What follows belongs to an exercise in optimizing a design on an open flow for small area, a short achievable clock period and few clock cycles per item; a production flow would make more cautious choices. The RTL was checked by simulation tests, not by an equivalence proof against the original design. In runs 3 to 5 the design's own scripts or RTL, not TritonCTS, make the clock network. The clock port is modelled as an ideal driver, which makes a skipped or thinned clock tree look cheaper than it is; a real chip needs a root buffer or a tree.

File: flow/flow/run.sh
#!/bin/bash
# The standard layout, with plain buffers (buf_2) on the ports in place of the
# delay-cell buffers the port buffering picks by default.
set -euo pipefail
bash standard.sh BUFFER_PORTS_ARGS="-buffer_cell sky130_fd_sc_hd__buf_2" finish > flow_make.log 2>&1
File: flow/standard.sh
#!/bin/bash
# synth_recipe.tcl (not shown) runs the flow's synth.tcl, then flattens the netlist and writes it again
# the make line also repeats each setting of config.mk as NAME=value (left out here)
make -C /OpenROAD-flow-scripts/flow DESIGN_CONFIG=/design/flow/config.mk WORK_HOME=/design/flow/orfs CLKGATE_MAP_FILE= SYNTH_SCRIPT=/design/flow/synth_recipe.tcl "${@:-finish}"
File: flow/config.mk
export PLATFORM = sky130hd
export DESIGN_NAME = HT_TOP
export DESIGN_NICKNAME = HT_TOP
export VERILOG_FILES = /design/flow/design.v
export SDC_FILE = /design/flow/constraint.sdc
export NUM_CORES = 4
export LEC_CHECK = 0
export ABC_AREA = 1
export CAP_MARGIN = 20
export CORE_MARGIN = 2
export CORE_UTILIZATION = 40
export CTS_BUF_LIST = sky130_fd_sc_hd__clkbuf_8
export CTS_CLUSTER_DIAMETER = 100
export CTS_CLUSTER_SIZE = 40
export SLEW_MARGIN = 20
File: flow/constraint.sdc
create_clock -name core_clock -period 26.0 [get_ports {clk}]
set_input_delay 5.2000 -clock core_clock [delete_from_list [all_inputs] [get_ports {clk}]]
set_output_delay 5.2000 -clock core_clock [all_outputs]
set_load 0.01 [all_outputs]
File: flow/design.v
module SORT_IP #(parameter IP_WIDTH = 8) (
    IN_character, IN_weight,
    OUT_character
);
input [IP_WIDTH*4-1:0]  IN_character;
input [IP_WIDTH*5-1:0]  IN_weight;
output reg [IP_WIDTH*4-1:0] OUT_character;
reg [8:0] ch_wei [0:7];
integer i,j,k;
generate
    always @(*) begin
        for (k = IP_WIDTH - 1;k >= 0;k = k - 1 ) begin 
                ch_wei[IP_WIDTH - 1 - k] = {IN_character[4*k+:4],IN_weight[5*k+:5]};
        end
        for (i = 0 ; i < IP_WIDTH - 1 ; i = i + 1 ) begin 
            for (j = i ; j >= 0 ; j = j - 1 ) begin 
                if (ch_wei[j][4:0] < ch_wei[j+1][4:0]) begin
                    {ch_wei[j],ch_wei[j+1]} = {ch_wei[j+1],ch_wei[j]};
                end
            end
        end
    end
endgenerate
always @(*) begin
    case (IP_WIDTH)
        3: OUT_character = {ch_wei[0][8:5],ch_wei[1][8:5],ch_wei[2][8:5]};
        4: OUT_character = {ch_wei[0][8:5],ch_wei[1][8:5],ch_wei[2][8:5],ch_wei[3][8:5]};
        5: OUT_character = {ch_wei[0][8:5],ch_wei[1][8:5],ch_wei[2][8:5],ch_wei[3][8:5],ch_wei[4][8:5]};
        6: OUT_character = {ch_wei[0][8:5],ch_wei[1][8:5],ch_wei[2][8:5],ch_wei[3][8:5],ch_wei[4][8:5],ch_wei[5][8:5]};
        7: OUT_character = {ch_wei[0][8:5],ch_wei[1][8:5],ch_wei[2][8:5],ch_wei[3][8:5],ch_wei[4][8:5],ch_wei[5][8:5],ch_wei[6][8:5]};
        8: OUT_character = {ch_wei[0][8:5],ch_wei[1][8:5],ch_wei[2][8:5],ch_wei[3][8:5],ch_wei[4][8:5],ch_wei[5][8:5],ch_wei[6][8:5],ch_wei[7][8:5]};
        default: OUT_character = 'b0;
    endcase
end
endmodule
module HT_TOP(
    clk,
    rst_n,
    in_valid,
    in_weight,
    out_mode,
    out_valid,
    out_code
);
input clk, rst_n, in_valid, out_mode;
input [2:0] in_weight;
output reg out_valid, out_code;
localparam IDLE = 2'd0, INPUT = 2'd1, MERGE = 2'd3, OUTPUT = 2'd2;    
reg [1:0] st;
reg       vin;        
reg [2:0] win;
reg [3:0] cnt;        
wire [7:0] c;         
reg       mode;
reg [4:0] W [0:7];    
reg [2:0] P [0:4];    
reg [2:0] NP0, NP1, NP2;
reg [1:0] NP3, NP4;
reg       NP5;        
reg [2:0] k;          
reg [2:0] t;          
integer j, s;
assign c[0] = !cnt[3] && !cnt[0];
assign c[1] =  cnt[0] && !cnt[1];
assign c[2] =  cnt[1] && !cnt[2];
assign c[3] =  cnt[2] && !cnt[3];
assign c[4] =  cnt[3] &&  cnt[0];
assign c[5] = !cnt[0] &&  cnt[1];
assign c[6] = !cnt[1] &&  cnt[2];
assign c[7] = !cnt[2] &&  cnt[3];
wire [3:0] cnt_inc = {cnt[2:0], !cnt[3]};
wire [5:0] kd;        
assign kd[0] = !k[2] && !k[0];
assign kd[1] =  k[0] && !k[1];
assign kd[2] =  k[1] && !k[2];
assign kd[3] =  k[2] &&  k[0];
assign kd[4] = !k[0] &&  k[1];
assign kd[5] = !k[1] &&  k[2];
wire [2:0] k_inc = {k[1:0], !k[2]};
function ge3;           
    input [2:0] a, b;
    integer i;
    reg c;
    begin
        c = 1'b1;
        for (i = 0; i < 3; i = i + 1)
            c = (a[i] & ~b[i]) | (a[i] & c) | (~b[i] & c);
        ge3 = c;
    end
endfunction
function ge5;           
    input [4:0] a, b;
    integer i;
    reg c;
    begin
        c = 1'b1;
        for (i = 0; i < 5; i = i + 1)
            c = (a[i] & ~b[i]) | (a[i] & c) | (~b[i] & c);
        ge5 = c;
    end
endfunction
wire        ins  = (st != MERGE);
wire [5:0]  S6   = W[0] + W[1];
wire [4:0]  S    = S6[5] ? 5'd31 : S6[4:0];
wire [4:0]  NEWW = ins ? {2'b00, win} : S;
reg  [9:0]  g;         
reg  [7:0]  below;     
always @(*)
    for (j = 0; j < 8; j = j + 1) begin
        below[j] = 1'b0;
        for (s = 0; s < 8 - j; s = s + 1) below[j] = below[j] | c[s];
    end
reg  [8:0]  keep;      
reg  [9:0]  lt;        
reg  [7:0]  selN, selA, selC;
reg  [2:0]  np;        
reg  [4:0]  Wn [0:7];
reg  [4:0]  Wx [0:9];
always @(*) begin
    for (j = 0; j < 8; j = j + 1) Wx[j] = W[j];
    Wx[8] = 5'd0; Wx[9] = 5'd0;
    g[0] = ge3(W[0][2:0], win);
    g[1] = ge3(W[1][2:0], win);
    for (j = 2; j < 8; j = j + 1)
        g[j] = ge5(W[j], NEWW);
    keep[8] = 1'b1;
    for (j = 0; j < 8; j = j + 1)
        keep[j] = !below[j] && g[j];
    lt[0] = 1'b1; lt[1] = 1'b1; lt[8] = 1'b0; lt[9] = 1'b0;
    for (j = 2; j < 8; j = j + 1)
        lt[j] = below[j] && !g[j];
    np = 3'd0;
    for (j = 0; j < 8; j = j + 1) begin
        selA[j] = ins && keep[j];
        selC[j] = !ins && lt[j+2];
        selN[j] = ins ? (!keep[j] && keep[j+1]) : (lt[j+1] && !lt[j+2]);
        Wn[j] = selA[j] ? Wx[j] : selC[j] ? Wx[j+2] : selN[j] ? NEWW : Wx[j+1];
        if (selN[j]) np = np | j[2:0];
    end
end
function isleaf;        
    input       m;
    input [7:0] cd;
    input [2:0] kk;
    begin
        case ({m, kk})
            4'b0_000: isleaf = cd[4];
            4'b0_001: isleaf = cd[5];
            4'b0_010: isleaf = cd[6];
            4'b0_011: isleaf = cd[7];
            4'b0_100: isleaf = cd[3];
            4'b1_000: isleaf = cd[4];
            4'b1_001: isleaf = cd[2];
            4'b1_010: isleaf = cd[5];
            4'b1_011: isleaf = cd[0];
            default:  isleaf = cd[1];
        endcase
    end
endfunction
wire last = (st == MERGE) && c[5];    
always @(posedge clk or negedge rst_n) begin
    if (!rst_n) begin
        st  <= IDLE;
        cnt <= 4'd0;
    end else begin
        case (st)
            IDLE:   if (vin) begin st <= INPUT; cnt <= cnt_inc; end
            INPUT:  begin
                        cnt <= cnt_inc;
                        if (c[7]) st <= MERGE;
                    end
            MERGE:  begin
                        cnt <= cnt_inc;
                        if (last) st <= OUTPUT;
                    end
            OUTPUT: begin
                        cnt <= 4'd0;
                        if (kd[5]) st <= IDLE;
                    end
        endcase
    end
end
always @(posedge clk or negedge rst_n) begin
    if (!rst_n) vin <= 1'b0;
    else        vin <= in_valid;
end
always @(posedge clk) begin
    win <= in_weight;
end
always @(posedge clk) begin
    if (st == IDLE && !vin) mode <= out_mode;    
    for (j = 0; j < 6; j = j + 1) W[j] <= Wn[j];
    W[6] <= {1'b0, Wn[6][3:0]};     
    W[7] <= {2'b0, Wn[7][2:0]};     
    if (st == IDLE || st == INPUT)
        for (s = 0; s < 5; s = s + 1) begin
            if (isleaf(mode, c, s))      P[s] <= np;
            else if (ge3(np, P[s]))       P[s] <= P[s] - 3'd1;
        end
    if (st == MERGE)
    begin
        if (c[0]) NP0 <= np;
        if (c[1]) NP1 <= np;
        if (c[2]) NP2 <= np;
        if (c[3]) NP3 <= np[1:0];
        if (c[4]) NP4 <= np[1:0];
        if (c[5]) NP5 <= np[0];
    end
end
function [7:0] mv;
    input [7:0] h;
    input [2:0] q;
    integer i;
    reg [8:0] a;
    begin
        case (q)                                   
            3'd0: a = 9'b0_0000_0011;
            3'd1: a = 9'b0_0000_0111;
            3'd2: a = 9'b0_0000_1111;
            3'd3: a = 9'b0_0001_1111;
            3'd4: a = 9'b0_0011_1111;
            3'd5: a = 9'b0_0111_1111;
            3'd6: a = 9'b0_1111_1111;
            default: a = 9'b1_1111_1111;
        endcase
        mv = 8'd0;
        for (i = 0; i < 8; i = i + 1) begin
            if (i + 2 < 8) mv[i] = mv[i] | (h[i+2] & a[i+2]);
            if (i + 1 < 8 && i + 1 >= 2) mv[i] = mv[i] | (h[i+1] & !a[i+1]);
            if (i == q) mv[i] = mv[i] | h[0] | h[1];
        end
    end
endfunction
wire       np5 = last ? np[0] : NP5;
reg  [2:0] p0;
reg  [7:0] h [0:6];
reg  [6:0] inv, cb, upto;
reg  [2:0] m;
reg        rest;
always @(*) begin
    p0 = kd[0] ? P[0] : kd[1] ? P[1] : kd[2] ? P[2] : kd[3] ? P[3] : P[4];
    h[0] = 8'd1 << p0;
    h[1] = mv(h[0], NP0) & 8'h7f;
    h[2] = mv(h[1], NP1) & 8'h3f;
    h[3] = mv(h[2], NP2) & 8'h1f;
    h[4] = mv(h[3], {1'b0, NP3}) & 8'h0f;
    h[5] = mv(h[4], {1'b0, NP4}) & 8'h07;
    h[6] = mv(h[5], {2'b00, np5}) & 8'h03;
    for (j = 0; j < 7; j = j + 1) begin
        inv[j] = h[j][0] | h[j][1];
        cb[j]  = h[j][0];
    end
    inv[6] = 1'b1;
    case (t)
        3'd0: upto = 7'b000_0001;
        3'd1: upto = 7'b000_0011;
        3'd2: upto = 7'b000_0111;
        3'd3: upto = 7'b000_1111;
        3'd4: upto = 7'b001_1111;
        3'd5: upto = 7'b011_1111;
        default: upto = 7'b111_1111;
    endcase
    m = 3'd0;
    for (j = 0; j < 7; j = j + 1)
        if (inv[j] && upto[j]) m = j[2:0];
    rest = 1'b0;
    for (j = 0; j < 7; j = j + 1)
        if (inv[j] && j < m) rest = 1'b1;
end
always @(posedge clk or negedge rst_n) begin
    if (!rst_n) begin
        out_valid <= 1'b0;
        out_code  <= 1'b0;
        k <= 3'd0;
        t <= 3'd6;
    end else if (last || (st == OUTPUT && !kd[5])) begin
        out_valid <= 1'b1;
        out_code  <= cb[m];
        if (rest) t <= m - 3'd1;
        else begin t <= 3'd6; k <= k_inc; end
    end else begin
        out_valid <= 1'b0;
        out_code  <= 1'b0;
        k <= 3'd0;
        t <= 3'd6;
    end
end
endmodule
==> results of run 1 <==
[final timing paths]
kind / endpoint / slack, ns / from
max: out_valid / 19.94 / out_valid$_DFF_PN0_
min: st[0]$_DFFE_PN0P_ / 0.57 / st[0]$_DFFE_PN0P_
max reg2reg: P[1][2]$_DFFE_PP_ / 21.27 / W[1][2]$_DFFE_PN_
min reg2reg: st[0]$_DFFE_PN0P_ / 0.57 / st[0]$_DFFE_PN0P_
max in group asynchronous: t[2]$_DFF_PN1_ / 20.96 / rst_n
min in group asynchronous: out_valid$_DFF_PN0_ / 4.73 / rst_n
[area by class of cell]
type	count	area, sq um
tap	188	235
multi-input combinational	615	3150
fill	1581	8590
clock inverter	6	31.3
clock buffer	10	138
inverter	148	556
timing repair buffer	9	47.5
sequential	85	2450
[flip-flops by register name, indices dropped and copies added, names as in the netlist]
name       cells
NP0            3
NP1            3
NP2            3
NP3            2
NP4            2
NP5            1
P             15
W             37
cnt            4
k              3
mode           1
out_code       1
out_valid      1
st             2
t              3
vin            1
win            3
[layer usage]
metal / vias up / global-route usage
met4: 0 / 0.0460
met5: - / 0
met2: 72 / 0.279
met1: 2455 / 0.261
li1: 2851 / -
met3: 9 / 0.0324
[cells in the final DEF, fill, tap and decap left out, types with 7 or more instances in the layout]
cell      Yosys  final
a21oi_1      37     37
buf_2         5      8
clkbuf_8      0     10
clkinv_1      5      7
dfrtp_1      13     13
edfxtp_1     67     67
ha_1         19     19
inv_1       131    132
inv_2        12     12
nand2_1     219    219
nand2_2      20     20
nand3_1      58     58
nand3b_1      8      8
nand4_1      14     14
nor2_1       71     71
nor3_1        9      9
o21ai_0      75     75
o21ai_1       9      9
o22ai_1      18     18
xnor2_1       7      7
[logic make-up (layout without fill, tap and decap cells)]
| group | Yosys count | count (layout) |
|---|---|---|
| other | 1 | 5 |
| buffers and inverters | 160 | 173 |
| AO/OA/AOI/OAI | 163 | 163 |
| XOR/XNOR | 9 | 9 |
| adder cells (fa/ha/maj) | 22 | 22 |
| AND/OR/NAND/NOR | 416 | 416 |
| flip-flops | 85 | 85 |
==> summary.txt, run 1 <==
Outcome
  – Status: finished clean

Placement
  – Port Buffers: 8
  – Placed wire-length estimate: 11.0 mm
  – Placer congestion estimate: 0.837
  – Placed instance area: 0.00644 sq mm
  – Setup WS pre-CTS: 20.34 ns
  – Cells after DPL: 1,045

Floorplanning
  – IO Count: 9
  – Die H: 129 um
  – Die Span X: 129 um
  – Die Area: 0.0165 sq mm
  – Core Footprint: 0.0152 sq mm
  – Initial Utilization: 0.408
  – Rows: 45

STA
  – Slew HR: 0.436
  – Minimum period implied by the final worst setup slack: 6.06 ns
  – Achievable Freq: 165 MHz
  – Slew @ Worst Pin: 0.840 ns
  – Final worst slack: 19.94 ns
  – Final hold slack: 0.569 ns
  – Final Hold Vio Count: 0
  – Final Max Slew Viols: 0
  – RSZ-0062 raised after global routing: no
  – Clock skew: 0.0182 ns
  – Period utilization: 0.233
  – Post-route setup TNS: 0 ns
  – Final setup violation count: 0

Setup path
  – CP cell instances: buf_2
  – WP data arrival: 0.86 ns
  – CP required: 20.80 ns
  – Worst Path Buf+Inv: 1
  – Critical Path End Type: primary output
  – Critical Path Source Type: flop
  – Critical setup path kind: reg -> out
  – Slowest CP cell: dfrtp_1
  – Crit path depth: 1
  – Worst Path Max Fanout: 1
  – R2R cell count: 23
  – CP top delay family: flip-flops
  – Max stage delay on crit path: 0.36 ns

Layout
  – Core Util, Final: 0.435
  – Layout Nets: 895
  – Final Non-Filler Cells: 1,061
  – ANT cells: 0
  – Design Area, Final: 0.00661 sq mm
  – Share of cells above drive strength 1: 0.0882
  – Area grow syn2layout: 6.45%

Synthesis
  – Netlist Area Pre-Place: 0.00621 sq mm
  – Mapped Cells: 856
  – Post-synth EDFFs: 67
  – Simple-gate share of the synthesized area: 0.300
  – Synth area leader: edfxtp_1
  – Mean post-synth cell area: 7.25 sq um
  – Post-synthesis compound-gate area fraction: 0.147
  – Most frequent cell after synthesis: nand2_1
  – FF+latch count, synth: 85
  – Asr flop ratio synth: 0.176
  – Post-synthesis adder-cell area fraction: 0.0447
  – YS warnings: 6
  – Distinct cells, synth: 44
  – Synth top cells by count: nand2_1, inv_1, o21ai_0
  – Mux share of post-synthesis cell area: 0
  – Post-synthesis sequential area ratio: 0.395
  – Largest family of logic cells by synthesized area: simple AND/OR/NAND/NOR gates
  – Ys flop type: edfxtp_1
  – Synth top area share: 0.324
  – Dominant cells by area after synthesis: edfxtp_1, nand2_1, inv_1
  – Synth Area in XOR/XNOR: 0.0127

GRT
  – First-pass GRT wire length: 23.8 mm
  – Vias in the first global route: 4,842
  – Total GRT Usage: 0.180
  – GR Overflow Total: 0
  – Largest net degree at the start of global routing: 26
  – Antenna violations before repair: 0

Clocking
  – Clk slew on worst S/H paths: 0.09 ns
  – CTS tree: done
  – Clock Tree Buf Depth: 2
  – Number of setup buffers added after CTS: 0
  – Resize count post-CTS: 0
  – CTS root buf: clkbuf_8
  – TritonCTS Buffers: 9
  – Clock Latency Late Sink: 0.37 ns
  – H-tree Lvls: 3
  – Clk sinks: 85
  – Hold buffers post-CTS: 0

Route
  – Via/cell ratio: 5.08
  – Metal-1 WL: 7.36 mm
  – Met2 Wirelength: 6.23 mm
  – Met3 WL: 418 um
  – Routed len/inst: 13.3 um
  – Via count: 5,387
  – Highest routed layer: met4
  – Initial DRT Pass Iterations: 5
  – Drc violations: 0
  – Post-DRT Antenna Nets: 0
  – 1st-iter DRT viols: 359
  – Detailed Route WL: 14.2 mm

Hold path
  – Worst hold path class: reg -> reg
  – Hold depth: 2

Job
  – # Max-Cap Violations: 0
Testbench counts, summed over its fixed seeds: cycles 80,215, items 2,400.
==> run 2, diff against run 1 <==
--- a/flow/design.v
+++ b/flow/design.v
@@ -57,7 +57,6 @@
 reg [2:0] NP0, NP1, NP2;
 reg [1:0] NP3, NP4;
 reg       NP5;        
-reg [2:0] k;          
 reg [2:0] t;          
 integer j, s;
 assign c[0] = !cnt[3] && !cnt[0];
@@ -69,14 +68,6 @@
 assign c[6] = !cnt[1] &&  cnt[2];
 assign c[7] = !cnt[2] &&  cnt[3];
 wire [3:0] cnt_inc = {cnt[2:0], !cnt[3]};
-wire [5:0] kd;        
-assign kd[0] = !k[2] && !k[0];
-assign kd[1] =  k[0] && !k[1];
-assign kd[2] =  k[1] && !k[2];
-assign kd[3] =  k[2] &&  k[0];
-assign kd[4] = !k[0] &&  k[1];
-assign kd[5] = !k[1] &&  k[2];
-wire [2:0] k_inc = {k[1:0], !k[2]};
 function ge3;           
     input [2:0] a, b;
     integer i;
@@ -134,7 +125,8 @@
         selA[j] = ins && keep[j];
         selC[j] = !ins && lt[j+2];
         selN[j] = ins ? (!keep[j] && keep[j+1]) : (lt[j+1] && !lt[j+2]);
-        Wn[j] = selA[j] ? Wx[j] : selC[j] ? Wx[j+2] : selN[j] ? NEWW : Wx[j+1];
+        Wn[j] = ({5{selA[j]}} & Wx[j]) | ({5{selC[j]}} & Wx[j+2]) | ({5{selN[j]}} & NEWW)
+              | ({5{!selA[j] && !selC[j] && !selN[j]}} & Wx[j+1]);
         if (selN[j]) np = np | j[2:0];
     end
 end
@@ -170,12 +162,15 @@
                         if (c[7]) st <= MERGE;
                     end
             MERGE:  begin
-                        cnt <= cnt_inc;
-                        if (last) st <= OUTPUT;
+                        if (!last)     cnt <= cnt_inc;
+                        else begin
+                            st <= OUTPUT;
+                            cnt <= rest ? 4'd0 : 4'd1;   
+                        end
                     end
             OUTPUT: begin
-                        cnt <= 4'd0;
-                        if (kd[5]) st <= IDLE;
+                        if (c[5]) begin st <= IDLE; cnt <= 4'd0; end
+                        else if (!rest) cnt <= cnt_inc;
                     end
         endcase
     end
@@ -238,7 +233,11 @@
 reg  [2:0] m;
 reg        rest;
 always @(*) begin
-    p0 = kd[0] ? P[0] : kd[1] ? P[1] : kd[2] ? P[2] : kd[3] ? P[3] : P[4];
+    if (st != OUTPUT || c[0]) p0 = P[0];
+    else if (c[1])            p0 = P[1];
+    else if (c[2])            p0 = P[2];
+    else if (c[3])            p0 = P[3];
+    else                      p0 = P[4];
     h[0] = 8'd1 << p0;
     h[1] = mv(h[0], NP0) & 8'h7f;
     h[2] = mv(h[1], NP1) & 8'h3f;
@@ -271,17 +270,14 @@
     if (!rst_n) begin
         out_valid <= 1'b0;
         out_code  <= 1'b0;
-        k <= 3'd0;
         t <= 3'd6;
-    end else if (last || (st == OUTPUT && !kd[5])) begin
+    end else if (last || (st == OUTPUT && !c[5])) begin
         out_valid <= 1'b1;
         out_code  <= cb[m];
-        if (rest) t <= m - 3'd1;
-        else begin t <= 3'd6; k <= k_inc; end
+        t <= rest ? m - 3'd1 : 3'd6;
     end else begin
         out_valid <= 1'b0;
         out_code  <= 1'b0;
-        k <= 3'd0;
         t <= 3'd6;
     end
 end
--- a/flow/config.mk
+++ b/flow/config.mk
@@ -10,6 +10,4 @@
 export CORE_MARGIN = 2
 export CORE_UTILIZATION = 40
 export CTS_BUF_LIST = sky130_fd_sc_hd__clkbuf_8
-export CTS_CLUSTER_DIAMETER = 100
-export CTS_CLUSTER_SIZE = 40
 export SLEW_MARGIN = 20
==> run 2 against run 1 <==
Synthesized cell count is 1.9% lower. Synthesized area down 7.7%. Die area down 7.4%. Non-clock buffer count did not move. Global-route usage increased by 1.5 points. Cell count down 2.5%. Clock skew shrank 0.0029 ns. Setup slack lost 0.013 ns. Flip-flop and latch count is 3 lower. Via count shrank 1.1%.
==> summary.txt, run 2 <==
Outcome
  – Status: finished clean

Layout
  – Most frequent cells in the layout: nand2_1, inv_1, nor2_1
  – Biggest regs: W (37), P (15), cnt (4)
  – Max FFs per register: 37
  – Commonest non-fill, non-tap cell in the layout: nand2_1
  – Area grow syn2layout: 6.87%
  – Core Util, Final: 0.440
  – Share of cells above drive strength 1: 0.0855
  – ANT cells: 0
  – Largest Register: W
  – Layout Nets: 872

Floorplanning
  – Initial Utilization: 0.411
  – Rows: 43
  – Core Footprint: 0.0139 sq mm
  – IO Count: 9
  – Die H: 124 um
  – Die Span X: 124 um
  – Die Area: 0.0153 sq mm

Clocking
  – Clk slew on worst S/H paths: 0.09 ns
  – CTS tree: done
  – CTS root buf: clkbuf_8
  – Clock Latency Late Sink: 0.38 ns
  – TritonCTS Buffers: 9
  – Clk sinks: 82
  – Hold buffers post-CTS: 0
  – Clock Tree Buf Depth: 2
  – H-tree Lvls: 3
  – Resize count post-CTS: 0
  – Number of setup buffers added after CTS: 0

Setup path
  – RR Startpoint: st[0]$_DFFE_PN0P_
  – Worst Path Max Fanout: 1
  – Reg2reg setup slack: 20.94 ns
  – CP required: 20.80 ns
  – RR Endpoint: P[4][1]$_DFFE_PP_
  – R2R cell count: 15
  – WP data arrival: 0.87 ns
  – Critical Path Source Type: flop
  – Max stage delay on crit path: 0.36 ns
  – CP cell instances: buf_2
  – Worst Path Buf+Inv: 1
  – CP top delay family: flip-flops
  – Critical setup path kind: reg -> out
  – Critical Path End Type: primary output
  – Slowest CP cell: dfrtp_1

Route
  – Via/cell ratio: 5.15
  – Routed len/inst: 13.5 um
  – Detailed Route WL: 14.0 mm
  – Initial DRT Pass Iterations: 4
  – Post-DRT Antenna Nets: 0
  – Via count: 5,326
  – 1st-iter DRT viols: 416
  – Drc violations: 0

STA
  – Slew @ Worst Pin: 0.765 ns
  – Period utilization: 0.234
  – Achievable Freq: 165 MHz
  – Final Hold Vio Count: 0
  – Minimum period implied by the final worst setup slack: 6.07 ns
  – Slew HR: 0.487
  – RSZ-0062 raised after global routing: no
  – Final worst slack: 19.93 ns
  – Clock skew: 0.0153 ns
  – Final setup violation count: 0
  – Final Max Slew Viols: 0
  – Post-route setup TNS: 0 ns

GRT
  – First-pass GRT wire length: 23.4 mm
  – Largest net degree at the start of global routing: 22
  – Vias in the first global route: 4,817
  – Routing usage on met3: 0.0298
  – GR Overflow Total: 0
  – Global routing usage on met2: 0.295
  – Grt met1 use: 0.281
  – Antenna violations before repair: 0
  – GRT Max-Usage Layer: met2
  – Total GRT Usage: 0.195

Placement
  – Placed wire-length estimate: 10.9 mm
  – Port Buffers: 8
  – Setup WS pre-CTS: 20.34 ns
  – Placer congestion estimate: 0.826

Synthesis
  – Mean post-synth cell area: 6.82 sq um
  – Post-synth EDFFs: 30
  – YS warnings: 6
  – Ys flop type: dfxtp_1
  – FF+latch count, synth: 82
  – Most frequent cell after synthesis: nand2_1
  – Post-synthesis sequential area ratio: 0.350
  – Distinct cells, synth: 42
  – Asr flop ratio synth: 0.146
  – Mapped Cells: 840
  – Synth top area share: 0.165
  – Synth top cells by count: nand2_1, inv_1, nor2_1
  – Dominant cells by area after synthesis: nand2_1, edfxtp_1, dfxtp_1
  – Netlist Area Pre-Place: 0.00573 sq mm
  – Synth area leader: nand2_1

Hold path
  – Worst hold path class: reg -> reg
  – Min-delay src: W[4][2]$_DFF_P_
  – Hold depth: 2
  – Hold Crit Endpoint: W[2][2]$_DFF_P_

Job
  – # Max-Cap Violations: 0
## run 2: cell types whose count changed in the layout (fill, tap and decap cells not counted), sizes merged, moves of 7 or more
| cell | change |
|---|---|
| a21oi | -15 |
| dfxtp | +37 |
| edfxtp | -37 |
| nand2 | +34 |
| nor2 | -7 |
| o2111ai | +7 |
| o21ai | -34 |
| o221ai | +7 |
## run 2: metrics by stage
stage	hold WS (ns)	std cells	area [sq um]
after CTS	0.497	1034	6130
final	0.488	1034	6130
after global placement	0.469	1018	5940
after detailed placement	0.476	1018	5940
after global routing	0.526	1034	6130
after floorplan	0.448	840	5730
## run 2: layout make-up
class / instances / area, sq um
clock buffer: 11 / 151
clock inverter: 5 / 31.3
fill: 1526 / 7810
inverter: 139 / 522
multi-input combinational: 608 / 3150
sequential: 82 / 2000
tap: 180 / 225
timing repair buffer: 9 / 47.5
## run 2: cell families after synthesis
group	share of synthesized area
compound gates	0.148
xor+xnor	0.0138
fa+ha+maj	0.0450
simple gates	0.342
buf+inv	0.102
flops	0.350
## run 2: worst reg2reg max path, cell delays in order (launching register included)
cell	delay [ns]
dfrtp_1	0.42
ha_1	0.41
inv_1	0.61
nand2_1	0.10
nand2_1	0.37
clkinv_1	0.41
o221ai_1	0.28
o211ai_1	0.13
nand2_1	0.12
nand4_1	0.20
o21ai_1	0.52
nor2_1	0.08
nand2_1	0.44
maj3_1	0.28
o21ai_1	0.06
a21oi_1	0.30
## run 2: worst max-delay path by stage
stage / startpoint / end / slack (ns) / depth (start not counted)
floorplan: out_code$_DFF_PN0_ / out_code / 20.42 / 0
global placement: out_valid$_DFF_PN0_ / out_valid / 20.34 / 1
detailed placement: out_code$_DFF_PN0_ / out_code / 20.34 / 1
CTS: out_code$_DFF_PN0_ / out_code / 19.90 / 1
global route: out_code$_DFF_PN0_ / out_code / 19.87 / 1
finish: out_code$_DFF_PN0_ / out_code / 19.93 / 1
## run 2: routing by layer
| layer | share of wire | vias to the layer above |
|---|---|---|
| li1 | - | 2786 |
| met1 | 0.53 | 2431 |
| met2 | 0.43 | 93 |
| met3 | 0.029 | 16 |
| met4 | 0.015 | 0 |
| met5 | 0 | - |
Testbench counts of run 2, summed over its fixed seeds: cycles 80,215, items 2,400.
==> run 3, diff against run 2 <==
==> flow/flow/run.sh (replaced) <==
#!/bin/bash
# The standard layout, with two changes:
# - plain buffers (buf_2) on the ports in place of the delay-cell buffers
#   that the port buffering picks by default;
# - after clock tree synthesis, flow/clktree.tcl replaces the two-level
#   clock tree with one level of four clkbuf_16, each driving the registers
#   of one quarter of the core, fed from the clock port.
set -euo pipefail
here=$(pwd)
bash standard.sh BUFFER_PORTS_ARGS="-buffer_cell sky130_fd_sc_hd__buf_2" \
  POST_CTS_TCL="$here/flow/clktree.tcl" CLKTREE_NBUF=4 finish > flow_make.log 2>&1
==> flow/flow/clktree.tcl (new file) <==
# Replace the clock tree that clock_tree_synthesis built with one level of
# NBUF clkbuf_16 buffers, each driving the registers of one region of the
# core, all fed straight from the clock port. All registers get the clock
# through one buffer of the same kind, with balanced loads.
set nbuf 4
if {[info exists ::env(CLKTREE_NBUF)]} { set nbuf $::env(CLKTREE_NBUF) }
set block [ord::get_db_block]
set db [ord::get_db]
set clkport_net [$block findNet clk]
set master [$db findMaster sky130_fd_sc_hd__clkbuf_16]

# the registers' clock pins, and the clock buffers and nets to remove
set sinks {}
set old_insts {}
foreach inst [$block getInsts] {
  set m [[$inst getMaster] getName]
  set n [$inst getName]
  if { [string match "clkbuf_*" $n] || [string match "clkload*" $n] } {
    lappend old_insts $inst
    continue
  }
  set it [$inst findITerm CLK]
  if { $it != "NULL" && $it != "" } {
    lappend sinks $it
  }
}
set old_nets {}
foreach inst $old_insts {
  foreach it [$inst getITerms] {
    set net [$it getNet]
    if { $net != "NULL" && $net != "" && [$net getName] != "clk" } {
      if { [lsearch $old_nets $net] < 0 } { lappend old_nets $net }
    }
  }
}
puts "clktree: [llength $sinks] sinks, removing [llength $old_insts] buffers and [llength $old_nets] nets"
foreach it $sinks { $it disconnect }
foreach inst $old_insts { odb::dbInst_destroy $inst }
foreach net $old_nets { odb::dbNet_destroy $net }

# split the sinks by x into nbuf groups of equal size
set pts {}
foreach it $sinks {
  set inst [$it getInst]
  set loc [$inst getLocation]
  lappend pts [list [lindex $loc 0] [lindex $loc 1] $it]
}
# groups: split by x into nx columns, each column by y into ny rows
set nx [expr {$nbuf == 4 ? 2 : $nbuf}]
set ny [expr {$nbuf / $nx}]
set pts [lsort -integer -index 0 $pts]
set n [llength $pts]
set groups {}
for {set i 0} {$i < $nx} {incr i} {
  set col [lrange $pts [expr {$i * $n / $nx}] [expr {($i + 1) * $n / $nx - 1}]]
  set col [lsort -integer -index 1 $col]
  set m [llength $col]
  for {set j 0} {$j < $ny} {incr j} {
    lappend groups [lrange $col [expr {$j * $m / $ny}] [expr {($j + 1) * $m / $ny - 1}]]
  }
}
set b 0
foreach grp $groups {
  set sx 0; set sy 0
  foreach p $grp { incr sx [lindex $p 0]; incr sy [lindex $p 1] }
  set cx [expr {$sx / [llength $grp]}]
  set cy [expr {$sy / [llength $grp]}]
  set buf [odb::dbInst_create $block $master "clkbuf_m_$b"]
  set net [odb::dbNet_create $block "clknet_m_$b"]
  $net setSigType CLOCK
  [$buf findITerm A] connect $clkport_net
  [$buf findITerm X] connect $net
  foreach p $grp { [lindex $p 2] connect $net }
  $buf setLocation $cx $cy
  $buf setPlacementStatus PLACED
  puts "clktree: buffer $b at $cx $cy drives [llength $grp] sinks"
  incr b
}
detailed_placement
check_placement -verbose
==> run 3 against run 2 <==
Clock skew is 0.0011 ns lower. Worst hold slack worse by 0.0032 ns. Routed wire length is 0.88% lower. First-iteration DRC count is 6.0% lower. Cell area is 1.3% lower. Global-route usage is 0.59 points lower. Die area stayed put. Fmax is 4.0% higher. Sequential share of layout area is 0.45 points higher. Highest routed layer unchanged.
==> summary.txt, run 3 <==
Placement
  – Port Buffers: 8
  – Placed wire-length estimate: 10.9 mm
  – Placer congestion estimate: 0.826

Synthesis
  – Largest family of logic cells by synthesized area: simple AND/OR/NAND/NOR gates
  – Synth top cells by count: nand2_1, inv_1, nor2_1
  – Distinct cells, synth: 42
  – Mux share of post-synthesis cell area: 0
  – Simple-gate share of the synthesized area: 0.342
  – Ys flop type: dfxtp_1
  – Netlist Area Pre-Place: 0.00573 sq mm
  – Most frequent cell after synthesis: nand2_1
  – YS warnings: 6
  – Mapped Cells: 840
  – Post-synth EDFFs: 30
  – Synth area leader: nand2_1
  – Post-synthesis sequential area ratio: 0.350
  – Asr flop ratio synth: 0.146
  – Synth top area share: 0.165
  – Mean post-synth cell area: 6.82 sq um
  – FF+latch count, synth: 82
  – Dominant cells by area after synthesis: nand2_1, edfxtp_1, dfxtp_1
  – Post-synthesis adder-cell area fraction: 0.0450
  – Synth Area in XOR/XNOR: 0.0137
  – Post-synthesis compound-gate area fraction: 0.148

Setup path
  – CP startpoint: out_valid$_DFF_PN0_
  – Critical Path Source Type: flop
  – RR Startpoint: st[0]$_DFFE_PN0P_
  – CP top delay family: flip-flops
  – Critical setup path kind: reg -> out
  – RR Endpoint: P[2][2]$_DFFE_PP_
  – Setup crit end: out_valid
  – Reg2reg setup slack: 20.93 ns
  – Crit path depth: 1
  – Worst Path Max Fanout: 1
  – Slowest CP cell: dfrtp_1
  – WP data arrival: 0.64 ns
  – CP cell instances: buf_2
  – Critical Path End Type: primary output
  – R2R cell count: 15
  – Max stage delay on crit path: 0.36 ns
  – CP required: 20.80 ns
  – Worst Path Buf+Inv: 1

STA
  – Achievable Freq: 171 MHz
  – Minimum period implied by the final worst setup slack: 5.84 ns
  – Final setup violation count: 0
  – Slew HR: 0.479
  – RSZ-0062 raised after global routing: no
  – Post-route setup TNS: 0 ns
  – Clock skew: 0.0142 ns
  – Slew @ Worst Pin: 0.776 ns
  – Period utilization: 0.225
  – Final Hold Vio Count: 0
  – Final Max Slew Viols: 0

GRT
  – First-pass GRT wire length: 23.1 mm
  – GR Overflow Total: 0
  – Vias in the first global route: 4,783
  – Largest net degree at the start of global routing: 22
  – Total GRT Usage: 0.189
  – Antenna violations before repair: 0

Layout
  – Max FFs per register: 37
  – Biggest regs: W (37), P (15), cnt (4)
  – Area grow syn2layout: 5.43%
  – Share of cells above drive strength 1: 0.0748
  – Most frequent cells in the layout: nand2_1, inv_1, nor2_1
  – ANT cells: 0
  – Commonest non-fill, non-tap cell in the layout: nand2_1
  – Layout Nets: 867
  – Largest Register: W

Job
  – # Max-Cap Violations: 0

Floorplanning
  – IO Count: 9
  – Die H: 124 um
  – Die Span X: 124 um
  – Core Footprint: 0.0139 sq mm
  – Die Area: 0.0153 sq mm
  – Initial Utilization: 0.411
  – Rows: 43

Hold path
  – Hold depth: 2
  – Worst hold path class: reg -> reg

Route
  – Via/cell ratio: 5.17
  – 1st-iter DRT viols: 391
  – Drc violations: 0
  – Via count: 5,281
  – Routed len/inst: 13.6 um
  – Initial DRT Pass Iterations: 5
  – Post-DRT Antenna Nets: 0
  – Detailed Route WL: 13.9 mm

Outcome
  – Status: finished clean

Clocking
  – Clock Latency Late Sink: 0.16 ns
  – Clk slew on worst S/H paths: 0.09 ns
  – Clk sinks: 82
-- run 3: cells by family after synthesis --
family / count (synthesis)
XOR/XNOR: 9
flip-flops: 82
AO/OA/AOI/OAI: 136
AND/OR/NAND/NOR: 442
buffers and inverters: 150
adder cells (fa/ha/maj): 21
-- run 3: final cells by class --
cell class	count	area (sq um)
fill	1535	7890
timing repair buffer	9	47.5
buffer	4	100
multi-input combinational	608	3150
tap	180	225
sequential	82	2000
inverter	139	522
-- run 3: routing by layer --
layer | vias up | GRT usage | share of wire
met5 | - | 0 | 0
met4 | 0 | 0.0305 | 0.0070
met3 | 8 | 0.0270 | 0.034
met2 | 86 | 0.297 | 0.43
met1 | 2414 | 0.278 | 0.52
li1 | 2773 | - | -
-- run 3: worst min path at each step --
stage | end | startpoint | slack [ns]
global placement | W[2][2]$_DFF_P_ | W[4][2]$_DFF_P_ | 0.47
global route | W[5][2]$_DFF_P_ | W[7][2]$_DFF_P_ | 0.53
floorplan | W[2][2]$_DFF_P_ | W[4][2]$_DFF_P_ | 0.45
finish | W[2][2]$_DFF_P_ | W[4][2]$_DFF_P_ | 0.48
detailed placement | W[2][0]$_DFF_P_ | W[3][0]$_DFF_P_ | 0.48
-- run 3: through the flow --
step           setup WS, ns  utilization  cells  area, sq um  hold WS [ns]
2_1_floorplan         20.42            -    840         5730         0.448
3_3_place_gp          20.34        0.427   1018         5940         0.469
3_5_place_dp          20.34        0.427   1018         5940         0.476
5_1_grt               20.12        0.434   1022         6040         0.532
6_report              20.16        0.434   1022         6040         0.485
==> run 4, diff against run 3 <==
--- a/flow/design.v
+++ b/flow/design.v
@@ -54,9 +54,6 @@
 reg       mode;
 reg [4:0] W [0:7];    
 reg [2:0] P [0:4];    
-reg [2:0] NP0, NP1, NP2;
-reg [1:0] NP3, NP4;
-reg       NP5;        
 reg [2:0] t;          
 integer j, s;
 assign c[0] = !cnt[3] && !cnt[0];
@@ -95,15 +92,17 @@
 wire [4:0]  S    = S6[5] ? 5'd31 : S6[4:0];
 wire [4:0]  NEWW = ins ? {2'b00, win} : S;
 reg  [9:0]  g;         
-reg  [7:0]  below;     
-always @(*)
+reg  [8:0]  below;     
+always @(*) begin
+    below[8] = 1'b0;
     for (j = 0; j < 8; j = j + 1) begin
         below[j] = 1'b0;
         for (s = 0; s < 8 - j; s = s + 1) below[j] = below[j] | c[s];
     end
+end
 reg  [8:0]  keep;      
 reg  [9:0]  lt;        
-reg  [7:0]  selN, selA, selC;
+reg  [7:0]  selN, selA, selC, selB, selP;
 reg  [2:0]  np;        
 reg  [4:0]  Wn [0:7];
 reg  [4:0]  Wx [0:9];
@@ -122,13 +121,25 @@
         lt[j] = below[j] && !g[j];
     np = 3'd0;
     for (j = 0; j < 8; j = j + 1) begin
-        selA[j] = ins && keep[j];
-        selC[j] = !ins && lt[j+2];
-        selN[j] = ins ? (!keep[j] && keep[j+1]) : (lt[j+1] && !lt[j+2]);
+        if (st == OUTPUT) begin                  
+            selA[j] = 1'b1; selC[j] = 1'b0; selN[j] = 1'b0; selB[j] = 1'b0; selP[j] = 1'b0;
+        end else if (ins) begin                  
+            selA[j] = keep[j];
+            selN[j] = !keep[j] && keep[j+1];
+            selB[j] = !keep[j] && !keep[j+1];
+            selC[j] = 1'b0; selP[j] = 1'b0;
+        end else begin                           
+            selA[j] = (j == 0) ? 1'b0 : !below[j];
+            selP[j] = (j == 0) ? 1'b0 : below[j] && !below[j+1];
+            selC[j] = below[j+1] && lt[j+2];
+            selN[j] = below[j+1] && lt[j+1] && !lt[j+2];
+            selB[j] = below[j+1] && !lt[j+1];
+        end
+        if (selN[j]) np = np | j[2:0];
+    end
+    for (j = 0; j < 8; j = j + 1)
         Wn[j] = ({5{selA[j]}} & Wx[j]) | ({5{selC[j]}} & Wx[j+2]) | ({5{selN[j]}} & NEWW)
-              | ({5{!selA[j] && !selC[j] && !selN[j]}} & Wx[j+1]);
-        if (selN[j]) np = np | j[2:0];
-    end
+              | ({5{selB[j]}} & Wx[j+1]) | ({5{selP[j]}} & {2'b00, np});
 end
 function isleaf;        
     input       m;
@@ -192,15 +203,6 @@
             if (isleaf(mode, c, s))      P[s] <= np;
             else if (ge3(np, P[s]))       P[s] <= P[s] - 3'd1;
         end
-    if (st == MERGE)
-    begin
-        if (c[0]) NP0 <= np;
-        if (c[1]) NP1 <= np;
-        if (c[2]) NP2 <= np;
-        if (c[3]) NP3 <= np[1:0];
-        if (c[4]) NP4 <= np[1:0];
-        if (c[5]) NP5 <= np[0];
-    end
 end
 function [7:0] mv;
     input [7:0] h;
@@ -226,7 +228,12 @@
         end
     end
 endfunction
-wire       np5 = last ? np[0] : NP5;
+wire [2:0] NP0 = W[7][2:0];
+wire [2:0] NP1 = W[6][2:0];
+wire [2:0] NP2 = W[5][2:0];
+wire [1:0] NP3 = W[4][1:0];
+wire [1:0] NP4 = W[3][1:0];
+wire       np5 = last ? np[0] : W[2][0];
 reg  [2:0] p0;
 reg  [7:0] h [0:6];
 reg  [6:0] inv, cb, upto;
==> run 4 against run 3 <==
Critical path depth unchanged. Critical endpoint is now out_code. Synthesized cell count rose by 0.95%. Flip-flop and latch count shrank 14. Still clean.
==> summary.txt, run 4 <==
STA
  – Slew HR: 0.470
  – Period utilization: 0.225
  – Minimum period implied by the final worst setup slack: 5.84 ns
  – Final Hold Vio Count: 0
  – Clock skew: 0.00907 ns
  – Post-route setup TNS: 0 ns
  – RSZ-0062 raised after global routing: no
  – Final Max Slew Viols: 0
  – Slew @ Worst Pin: 0.792 ns
  – Final setup violation count: 0
  – Final hold slack: 0.502 ns
  – Achievable Freq: 171 MHz

GRT
  – Total GRT Usage: 0.220
  – First-pass GRT wire length: 25.7 mm
  – Vias in the first global route: 5,041
  – Antenna violations before repair: 0
  – GR Overflow Total: 0
  – Largest net degree at the start of global routing: 21

Layout
  – ANT cells: 0
  – Multi-input logic area: 0.00332 sq mm
  – Most frequent cells in the layout: nand2_1, inv_1, nor2_1
  – Share of cells above drive strength 1: 0.0713
  – Layout Nets: 866
  – Storage cell area: 0.00158 sq mm
  – Design Area, Final: 0.00570 sq mm
  – Max FFs per register: 37
  – Largest Register: W
  – Biggest regs: W (37), P (15), cnt (4)
  – Fill cells: 1,497
  – Commonest non-fill, non-tap cell in the layout: nand2_1
  – Area grow syn2layout: 5.44%

Setup path
  – Slowest CP cell: dfrtp_1
  – Max stage delay on crit path: 0.37 ns
  – CP startpoint: out_code$_DFF_PN0_
  – CP required: 20.80 ns
  – CP cell instances: buf_2
  – Worst Path Buf+Inv: 1
  – Critical setup path kind: reg -> out
  – Worst Path Max Fanout: 1
  – CP top delay family: flip-flops
  – WP data arrival: 0.64 ns
  – Critical Path Source Type: flop
  – RR Startpoint: st[1]$_DFFE_PN0P_
  – Critical Path End Type: primary output

Synthesis
  – Dominant cells by area after synthesis: nand2_1, dfxtp_1, edfxtp_1
  – YS warnings: 6
  – Post-synthesis sequential area ratio: 0.293
  – Post-synth EDFFs: 16
  – Netlist Area Pre-Place: 0.00541 sq mm
  – Synth top cells by count: nand2_1, inv_1, nor2_1
  – Mapped Cells: 848
  – Asr flop ratio synth: 0.176
  – Mean post-synth cell area: 6.38 sq um
  – Ys flop type: dfxtp_1
  – Synth area leader: nand2_1
  – Distinct cells, synth: 48
  – Synth top area share: 0.185
  – FF+latch count, synth: 68
  – Most frequent cell after synthesis: nand2_1

Route
  – Drc violations: 0
  – Via count: 5,572
  – 1st-iter DRT viols: 658
  – Post-DRT Antenna Nets: 0
  – Detailed Route WL: 15.7 mm
  – Routed len/inst: 15.4 um
  – Initial DRT Pass Iterations: 6
  – Via/cell ratio: 5.47

Placement
  – Placed wire-length estimate: 12.1 mm
  – Port Buffers: 8
  – Placed instance area: 0.00560 sq mm
  – Placer congestion estimate: 0.943

Floorplanning
  – IO Count: 9
  – Die H: 120 um
  – Core Footprint: 0.0132 sq mm
  – Initial Utilization: 0.408
  – Rows: 42
  – Die Area: 0.0145 sq mm
  – Die Span X: 120 um

Clocking
  – Clk sinks: 68
  – Clk slew on worst S/H paths: 0.08 ns
  – Clock Latency Late Sink: 0.15 ns

Hold path
  – Min-delay src: W[0][3]$_DFF_P_
  – Worst hold path class: reg -> reg

Outcome
  – Status: finished clean

Job
  – # Max-Cap Violations: 0
-- run 4: cell count changes in the layout (fill, tap and decap cells not counted), moves of 4 or more --
cell | before | now
xor2_1 | 6 | 2
inv_1 | 129 | 101
maj3_1 | 5 | 0
nand3b_1 | 6 | 2
nand2_2 | 19 | 12
nand3_1 | 56 | 61
a22oi_1 | 3 | 11
a21oi_1 | 22 | 35
nand3_2 | 0 | 4
edfxtp_1 | 30 | 16
o2111ai_1 | 8 | 12
o21ai_0 | 44 | 53
nand2_1 | 252 | 266
xnor2_1 | 3 | 7
-- run 4: cell families after synthesis --
group | after synthesis | synth area share
buf+inv | 132 | 0.0939
fa+ha+maj | 15 | 0.0361
simple gates | 455 | 0.368
xor+xnor | 9 | 0.0146
flops | 68 | 0.293
compound gates | 169 | 0.194
-- run 4: per-layer routing --
layer,routed length (um),global-route usage,up-vias
met2,6780,0.339,205
met3,1040,0.0212,19
met5,0,0,-
met4,272,0.0574,0
met1,7570,0.327,2524
li1,-,-,2824
-- run 4: per-stage QoR --
| step | worst slack [ns] | util | cells |
|---|---|---|---|
| after global routing | 20.02 | 0.431 | 1018 |
| after detailed placement | 20.32 | 0.423 | 1014 |
| final | 20.16 | 0.431 | 1018 |
| after floorplan | 20.42 | - | 848 |
| after global placement | 20.34 | 0.423 | 1014 |
-- run 4: worst paths after layout --
kind / endpoint / slack (ns) / cells past startpoint
max in group asynchronous: t[2]$_DFF_PN1_ / 20.74 / 1
hold / removal: W[0][3]$_DFF_P_ / 0.50 / 2
setup reg to reg: P[2][1]$_DFFE_PP_ / 20.50 / 18
hold reg to reg: W[0][3]$_DFF_P_ / 0.50 / 2
setup / recovery: out_code / 20.16 / 1
min in group asynchronous: t[0]$_DFF_PN0_ / 4.96 / 1
-- run 4: final cells by class --
type,count,area share
Timing Repair Buffer,10,0.00966
Multi-Input combinational cell,648,0.583
Inverter,112,0.0737
Tap cell,176,0.0386
Buffer,4,0.0176
Sequential cell,68,0.278
-- run 4: tightest hold or removal path, delay by kind of cell, from the launching register on --
family | cells | cell delay, ns
flip-flops | 1 | 0.34
AND/OR/NAND/NOR | 1 | 0.06
AO/OA/AOI/OAI | 1 | 0.07
Testbench counts of run 4, summed over its fixed seeds: cycles 80,215, items 2,400.
==> run 5, diff against run 4 <==
--- a/flow/design.v
+++ b/flow/design.v
@@ -47,15 +47,17 @@
 output reg out_valid, out_code;
 localparam IDLE = 2'd0, INPUT = 2'd1, MERGE = 2'd3, OUTPUT = 2'd2;    
 reg [1:0] st;
-reg       vin;        
-reg [2:0] win;
+reg [2:0] win;        
 reg [3:0] cnt;        
 wire [7:0] c;         
 reg       mode;
 reg [4:0] W [0:7];    
 reg [2:0] P [0:4];    
-reg [2:0] t;          
 integer j, s;
+wire       last;      
+reg  [2:0] m;         
+reg        rest;      
+wire [2:0] tn = rest ? m - 3'd1 : 3'd6;    
 assign c[0] = !cnt[3] && !cnt[0];
 assign c[1] =  cnt[0] && !cnt[1];
 assign c[2] =  cnt[1] && !cnt[2];
@@ -64,6 +66,7 @@
 assign c[5] = !cnt[0] &&  cnt[1];
 assign c[6] = !cnt[1] &&  cnt[2];
 assign c[7] = !cnt[2] &&  cnt[3];
+assign last = (st == MERGE) && c[5];
 wire [3:0] cnt_inc = {cnt[2:0], !cnt[3]};
 function ge3;           
     input [2:0] a, b;
@@ -109,7 +112,7 @@
 always @(*) begin
     for (j = 0; j < 8; j = j + 1) Wx[j] = W[j];
     Wx[8] = 5'd0; Wx[9] = 5'd0;
-    g[0] = ge3(W[0][2:0], win);
+    g[0] = 1'b0;                       
     g[1] = ge3(W[1][2:0], win);
     for (j = 2; j < 8; j = j + 1)
         g[j] = ge5(W[j], NEWW);
@@ -121,7 +124,7 @@
         lt[j] = below[j] && !g[j];
     np = 3'd0;
     for (j = 0; j < 8; j = j + 1) begin
-        if (st == OUTPUT) begin                  
+        if (st == OUTPUT || (last && j == 0)) begin   
             selA[j] = 1'b1; selC[j] = 1'b0; selN[j] = 1'b0; selB[j] = 1'b0; selP[j] = 1'b0;
         end else if (ins) begin                  
             selA[j] = keep[j];
@@ -138,7 +141,8 @@
         if (selN[j]) np = np | j[2:0];
     end
     for (j = 0; j < 8; j = j + 1)
-        Wn[j] = ({5{selA[j]}} & Wx[j]) | ({5{selC[j]}} & Wx[j+2]) | ({5{selN[j]}} & NEWW)
+        Wn[j] = ({5{selA[j] && !(j == 0 && (st == OUTPUT || last))}} & Wx[j])
+              | ({5{j == 0 && (st == OUTPUT || last)}} & {2'b00, tn}) | ({5{selC[j]}} & Wx[j+2]) | ({5{selN[j]}} & NEWW)
               | ({5{selB[j]}} & Wx[j+1]) | ({5{selP[j]}} & {2'b00, np});
 end
 function isleaf;        
@@ -160,14 +164,13 @@
         endcase
     end
 endfunction
-wire last = (st == MERGE) && c[5];    
 always @(posedge clk or negedge rst_n) begin
     if (!rst_n) begin
         st  <= IDLE;
         cnt <= 4'd0;
     end else begin
         case (st)
-            IDLE:   if (vin) begin st <= INPUT; cnt <= cnt_inc; end
+            IDLE:   if (in_valid) st <= INPUT;    
             INPUT:  begin
                         cnt <= cnt_inc;
                         if (c[7]) st <= MERGE;
@@ -186,15 +189,11 @@
         endcase
     end
 end
-always @(posedge clk or negedge rst_n) begin
-    if (!rst_n) vin <= 1'b0;
-    else        vin <= in_valid;
-end
 always @(posedge clk) begin
     win <= in_weight;
 end
 always @(posedge clk) begin
-    if (st == IDLE && !vin) mode <= out_mode;    
+    if (st == IDLE) mode <= out_mode;    
     for (j = 0; j < 6; j = j + 1) W[j] <= Wn[j];
     W[6] <= {1'b0, Wn[6][3:0]};     
     W[7] <= {2'b0, Wn[7][2:0]};     
@@ -237,8 +236,6 @@
 reg  [2:0] p0;
 reg  [7:0] h [0:6];
 reg  [6:0] inv, cb, upto;
-reg  [2:0] m;
-reg        rest;
 always @(*) begin
     if (st != OUTPUT || c[0]) p0 = P[0];
     else if (c[1])            p0 = P[1];
@@ -257,7 +254,7 @@
         cb[j]  = h[j][0];
     end
     inv[6] = 1'b1;
-    case (t)
+    case (st == OUTPUT ? W[0][2:0] : 3'd6)
         3'd0: upto = 7'b000_0001;
         3'd1: upto = 7'b000_0011;
         3'd2: upto = 7'b000_0111;
@@ -277,15 +274,12 @@
     if (!rst_n) begin
         out_valid <= 1'b0;
         out_code  <= 1'b0;
-        t <= 3'd6;
     end else if (last || (st == OUTPUT && !c[5])) begin
         out_valid <= 1'b1;
         out_code  <= cb[m];
-        t <= rest ? m - 3'd1 : 3'd6;
     end else begin
         out_valid <= 1'b0;
         out_code  <= 1'b0;
-        t <= 3'd6;
     end
 end
 endmodule
==> run 5 against run 4 <==
Critical endpoint unchanged. Routed wire length decreased by 1.2%. Flip-flop and latch count decreased by 4. Register-to-register slack got worse by 0.05 ns. Cell area decreased by 2.3%. First-iteration DRC count decreased by 22%. Core utilization increased by 0.72 points. Die area decreased by 2.5%. Synthesized area decreased by 2.6%. Still clean on timing, DRC and antenna.
==> summary.txt, run 5 <==
Hold path
  – Min-delay src: W[3][3]$_DFF_P_
  – Hold Crit Endpoint: W[2][3]$_DFF_P_
  – Hold depth: 2
  – Worst hold path class: reg -> reg

Route
  – Initial DRT Pass Iterations: 5
  – Drc violations: 0
  – Via/cell ratio: 5.51
  – Routed len/inst: 15.5 um
  – Via count: 5,512
  – Detailed Route WL: 15.5 mm
  – Post-DRT Antenna Nets: 0
  – 1st-iter DRT viols: 510

STA
  – Minimum period implied by the final worst setup slack: 5.84 ns
  – Final Hold Vio Count: 0
  – RSZ-0062 raised after global routing: no
  – Clock skew: 0.00547 ns
  – Period utilization: 0.225
  – Final setup violation count: 0
  – Post-route setup TNS: 0 ns
  – Achievable Freq: 171 MHz
  – Final Max Slew Viols: 0
  – Final worst slack: 20.16 ns
  – Slew @ Worst Pin: 0.864 ns
  – Slew HR: 0.423

Synthesis
  – Distinct cells, synth: 42
  – Mapped Cells: 832
  – Post-synthesis sequential area ratio: 0.281
  – Post-synth EDFFs: 16
  – Ys flop type: dfxtp_1
  – Asr flop ratio synth: 0.125
  – Most frequent cell after synthesis: nand2_1
  – Synth area leader: nand2_1
  – Dominant cells by area after synthesis: nand2_1, dfxtp_1, edfxtp_1
  – Mean post-synth cell area: 6.33 sq um
  – YS warnings: 6
  – Netlist Area Pre-Place: 0.00527 sq mm
  – Synth top area share: 0.170
  – FF+latch count, synth: 64
  – Synth top cells by count: nand2_1, inv_1, nand3_1

GRT
  – First-pass GRT wire length: 25.8 mm
  – GR Overflow Total: 0
  – Antenna violations before repair: 0
  – Largest net degree at the start of global routing: 19
  – Vias in the first global route: 5,060
  – Total GRT Usage: 0.224

Floorplanning
  – Die Area: 0.0141 sq mm
  – Die H: 119 um
  – Die Span X: 119 um
  – Rows: 41
  – IO Count: 9
  – Core Footprint: 0.0127 sq mm
  – Initial Utilization: 0.414

Layout
  – Most frequent cells in the layout: nand2_1, inv_1, nand3_1
  – Max FFs per register: 37
  – Layout Nets: 850
  – Multi-input logic area: 0.00326 sq mm
  – Largest Register: W
  – Biggest regs: W (37), P (15), cnt (4)
  – Commonest non-fill, non-tap cell in the layout: nand2_1
  – Storage cell area: 0.00148 sq mm
  – Share of cells above drive strength 1: 0.0784
  – Area grow syn2layout: 5.77%
  – ANT cells: 0
  – Fill cells: 1,423

Placement
  – Placed wire-length estimate: 12.1 mm
  – Port Buffers: 8
  – Setup WS pre-CTS: 20.24 ns
  – Placer congestion estimate: 0.928

Clocking
  – Clk slew on worst S/H paths: 0.07 ns
  – Clock Latency Late Sink: 0.14 ns
  – Clk sinks: 64

Setup path
  – Critical setup path kind: reg -> out
  – Worst Path Buf+Inv: 1
  – Critical Path End Type: primary output
  – Max stage delay on crit path: 0.37 ns
  – R2R cell count: 15
  – Critical Path Source Type: flop
  – CP required: 20.80 ns
  – CP top delay family: flip-flops
  – CP cell instances: buf_2
  – WP data arrival: 0.64 ns
  – Worst Path Max Fanout: 1
  – Slowest CP cell: dfrtp_1
  – RR Startpoint: st[1]$_DFFE_PN0P_
  – RR Endpoint: P[4][2]$_DFFE_PP_
  – Reg2reg setup slack: 20.45 ns

Job
  – # Max-Cap Violations: 0

Outcome
  – Status: finished clean
-- run 5: cell types whose count changed after synthesis, sizes merged, moves of 5 or more --
cell,previous run,this run
inv,109,116
o21ai,62,68
o211ai,6,11
o221ai,12,5
nor2,75,67
nand2,283,261
-- run 5: how the worst max path moves through the flow --
stage / start / endpoint / slack [ns] / depth (start not counted)
5_1_grt: st[1]$_DFFE_PN0P_ / P[4][1]$_DFFE_PP_ / 19.98 / 15
2_1_floorplan: in_valid / st[1]$_DFFE_PN0P_ / 20.42 / 2
3_3_place_gp: in_valid / st[1]$_DFFE_PN0P_ / 20.29 / 3
6_report: out_code$_DFF_PN0_ / out_code / 20.16 / 1
3_5_place_dp: in_valid / st[1]$_DFFE_PN0P_ / 20.24 / 3
-- run 5: cell families (layout without fill, tap and decap cells) --
family                   after synthesis  count (layout)  share of synthesized area
AO/OA/AOI/OAI                        179             179                      0.212
XOR/XNOR                               9               9                     0.0150
adder cells (fa/ha/maj)               12              12                     0.0299
buffers and inverters                138             135                     0.0998
flip-flops                            64              64                      0.281
AND/OR/NAND/NOR                      430             430                      0.362
-- run 5: layout make-up --
type	count	share of cell area
well taps	172	0.0386
flip-flops and latches	64	0.266
inverters	120	0.0809
plain buffers	4	0.0180
multi-input cells	630	0.585
repair buffers	11	0.0112
-- run 5: tightest hold or removal path, stage by stage, from the launching register on --
cell,delay (ns)
dfxtp_1,0.33
nand2_1,0.06
o2111ai_1,0.06
-- run 5: through the flow --
| step | area (sq um) | util | instances | hold WS, ns |
|---|---|---|---|---|
| floorplan | 5270 | - | 832 | 0.438 |
| global placement | 5470 | 0.430 | 997 | 0.460 |
| detailed placement | 5470 | 0.430 | 997 | 0.473 |
| global route | 5570 | 0.438 | 1001 | 0.519 |
| finish | 5570 | 0.438 | 1001 | 0.489 |
-- run 5: layer usage --
| layer | vias to the layer above | part of all wire | GRT usage |
|---|---|---|---|
| li1 | 2797 | - | - |
| met1 | 2500 | 0.50 | 0.326 |
| met2 | 186 | 0.42 | 0.341 |
| met3 | 29 | 0.065 | 0.0362 |
| met4 | 0 | 0.019 | 0.0625 |
| met5 | - | 0 | 0 |
Testbench counts of run 5, summed over its fixed seeds: cycles 80,215, items 2,400.

## re-timing with driven ports
In the flow no input, the clock included, has a driving cell. The finished layouts below were timed again as built, in two steps. Step 1 (the two cells are an assumption about what drives the block):
set clk [get_ports {clk}]
set_driving_cell -lib_cell sky130_fd_sc_hd__clkbuf_16 $clk
set_driving_cell -lib_cell sky130_fd_sc_hd__buf_2 [delete_from_list [all_inputs] $clk]
Step 2 also shifts input and output timing later by t, the mid clock arrival at the registers, as if the neighbouring blocks saw the same clock. Slacks: ideal / step 1 / step 2; pairs: ideal / step 1.
run	shift t [ns]	setup WS [ns]	worst slew at a driven data input, ns
run 1	0.398	19.941 / 19.904 / 20.302	0.03
run 2	0.407	19.928 / 19.893 / 20.300	0.03
run 3	0.238	20.160 / 20.073 / 20.311	0.03
run 4	0.230	20.156 / 20.068 / 20.298	0.03
run 5	0.225	20.156 / 20.071 / 20.244	0.03
After both steps setup and hold are still met in every run listed.
